What follows belongs to an exercise in optimizing a design on an open flow for small area; a production flow would make more cautious choices. In this exercise RTL edits were held to simulation tests only and were not proved equivalent to the original.

== rev 12 ==
Design main, start of the top module:
module main(in, op, apply, tail, valid, empty, clk, reset);
Size in the first run: ~44 flip-flops, about 24 I/O pins.
Settings: LEC_CHECK=0, ABC_AREA=1, CAP_MARGIN=20, CORE_MARGIN=2, CORE_UTILIZATION=40, SLEW_MARGIN=20; clock period 15.0 ns.
run.sh (not shown) runs the stock make flow with config.mk's settings and CLKGATE_MAP_FILE= SYNTH_SCRIPT=/design/flow/synth_recipe.tcl, a recipe that flattens the netlist after the stock synthesis.
The final layout from rev 12, which completed every stage, passed the timing, design-rule and antenna checks at the end of the flow.
Edits applied to the flow inputs when going from rev 12 to rev 13:
- a deleted ABC_AREA that had been 1
- an added CTS_BUF_LIST of sky130_fd_sc_hd__clkbuf_8
In the flow results for rev 12 and rev 13, the adder and majority gate portion of the synthesized area is smaller on rev 12. Changes observed in rev 13 relative to rev 12: achievable clock frequency increased by 0.58% relative to the old numbers; least setup slack across all paths after layout now larger; register bit count reported by yosys essentially unchanged. Share of the clock period used by the worst path after layout came out lower on rev 13 than on rev 12. In summary, rev 13 completed successfully, with a layout that passed the timing, design-rule and antenna checks. In the reports for rev 12 and rev 13, the smaller via count of the first global-routing pass belongs to rev 13. Rev 13 vs rev 12: number of instances in the synthesized netlist down by more than 10%. Rev 13 vs rev 12, slowest stage cell on the critical path: sky130_fd_sc_hd__fa_1 vs sky130_fd_sc_hd__dfrtp_2. Going from rev 12 to rev 13, sum of routed wire segments on met1 shrank by a few percent.

========
== fjord ==
Starting RTL as in the previous note.
clock: 15.0 ns
lec_check: 0
cap_margin: 20
core_margin: 2
core_utilization: 40
slew_margin: 20
standard.sh (not shown) runs the stock make flow with config.mk's settings and CLKGATE_MAP_FILE= SYNTH_SCRIPT=/design/flow/synth_recipe.tcl, a recipe that flattens the netlist after the stock synthesis.
==> flow/flow/run.sh <==
#!/bin/bash
# The standard layout (standard.sh: ORFS from synthesis to the final layout), with these
# changes, all made through ORFS's own variables:
#  - each port gets a sky130_fd_sc_hd__buf_1 as its buffer (buffer_ports -buffer_cell)
#    instead of the default clkdlybuf4s50_1;
#  - clock tree synthesis builds from clkbuf_4/clkbuf_8 and adds no dummy loads;
#  - after global routing's timing repair, repair_timing -recover_power downsizes gates
#    that have slack to spare (RECOVER_POWER).
# Synthesis is the standard one, unchanged. The make output goes to standard.log in the
# work folder; ORFS's per-step logs stay under orfs/logs/.
set -euo pipefail
bash standard.sh synth > synth.log 2>&1
export BUFFER_PORTS_ARGS="-buffer_cell sky130_fd_sc_hd__buf_1"
export CTS_ARGS="-sink_clustering_enable -repair_clock_nets -dont_use_dummy_load -buf_list {sky130_fd_sc_hd__clkbuf_4 sky130_fd_sc_hd__clkbuf_8}"
export RECOVER_POWER=${RECOVER_POWER_PCT:-100}
bash standard.sh finish > standard.log 2>&1
Inputs modified between fjord and zinc:
==> flow/flow/run.sh <==
#!/bin/bash
# The standard layout (standard.sh: ORFS synthesis to final layout), with two changes:
#  - each port gets a sky130_fd_sc_hd__buf_1 as its buffer (buffer_ports -buffer_cell)
#    instead of the default clkdlybuf4s50_1;
#  - clock tree synthesis builds from clkbuf_8 and adds no dummy loads.
# The make output goes to standard.log in the work folder; ORFS's per-step logs stay under
# orfs/logs/.
set -euo pipefail
export BUFFER_PORTS_ARGS="-buffer_cell sky130_fd_sc_hd__buf_1"
export CTS_ARGS="-sink_clustering_enable -repair_clock_nets -dont_use_dummy_load -buf_list sky130_fd_sc_hd__clkbuf_8"
bash standard.sh finish > standard.log 2>&1
### Flow results
zinc reached the end of the flow, and the finished layout is clean on the timing, design-rule and antenna checks.
On register-to-register setup slack, zinc tracks fjord almost exactly.
zinc vs fjord — number of search-and-repair iterations in the first detailed-routing pass rose 2.
From fjord to zinc the numbers moved as follows: worst setup slack now sits at about the same level.
Met3 wire length | zinc below fjord
Routed wire length essentially unchanged between zinc and fjord.
Cell area after layout essentially unchanged between zinc and fjord.
Changes observed in zinc relative to fjord: wire length per cell about even.

what the ideal ports hide:
The flow's constraints put no driver on any port. The routed layouts listed below were extracted and timed again, unchanged, in two steps.
Step 1: set_driving_cell puts a clkbuf_16 on clk and a buf_2 on each other input, an assumption about the parent block.
Step 2 times the ports against the registers' clock, not the clock port: input delays grow and output delays shrink by t, the midpoint of the rising clock arrivals with the driver on.
a / b / c = no drivers / after step 1 / after step 2; a / b = the first two.
| run | shift t [ns] | slack for setup (ns) | worst setup path after step 2 | clock arrival spread, ns |
|---|---|---|---|---|
| rev 12 | 0.324 | 0.715 / 0.715 / 0.715 | register to register | 0.005 / 0.005 |
| rev 13 | 0.321 | 0.798 / 0.798 / 0.798 | register to register | 0.008 / 0.008 |
| fjord | 0.310 | 0.647 / 0.647 / 0.647 | register to register | 0.024 / 0.023 |
| zinc | 0.311 | 0.649 / 0.649 / 0.649 | register to register | 0.024 / 0.025 |
After both steps setup and hold are still met in every run listed.
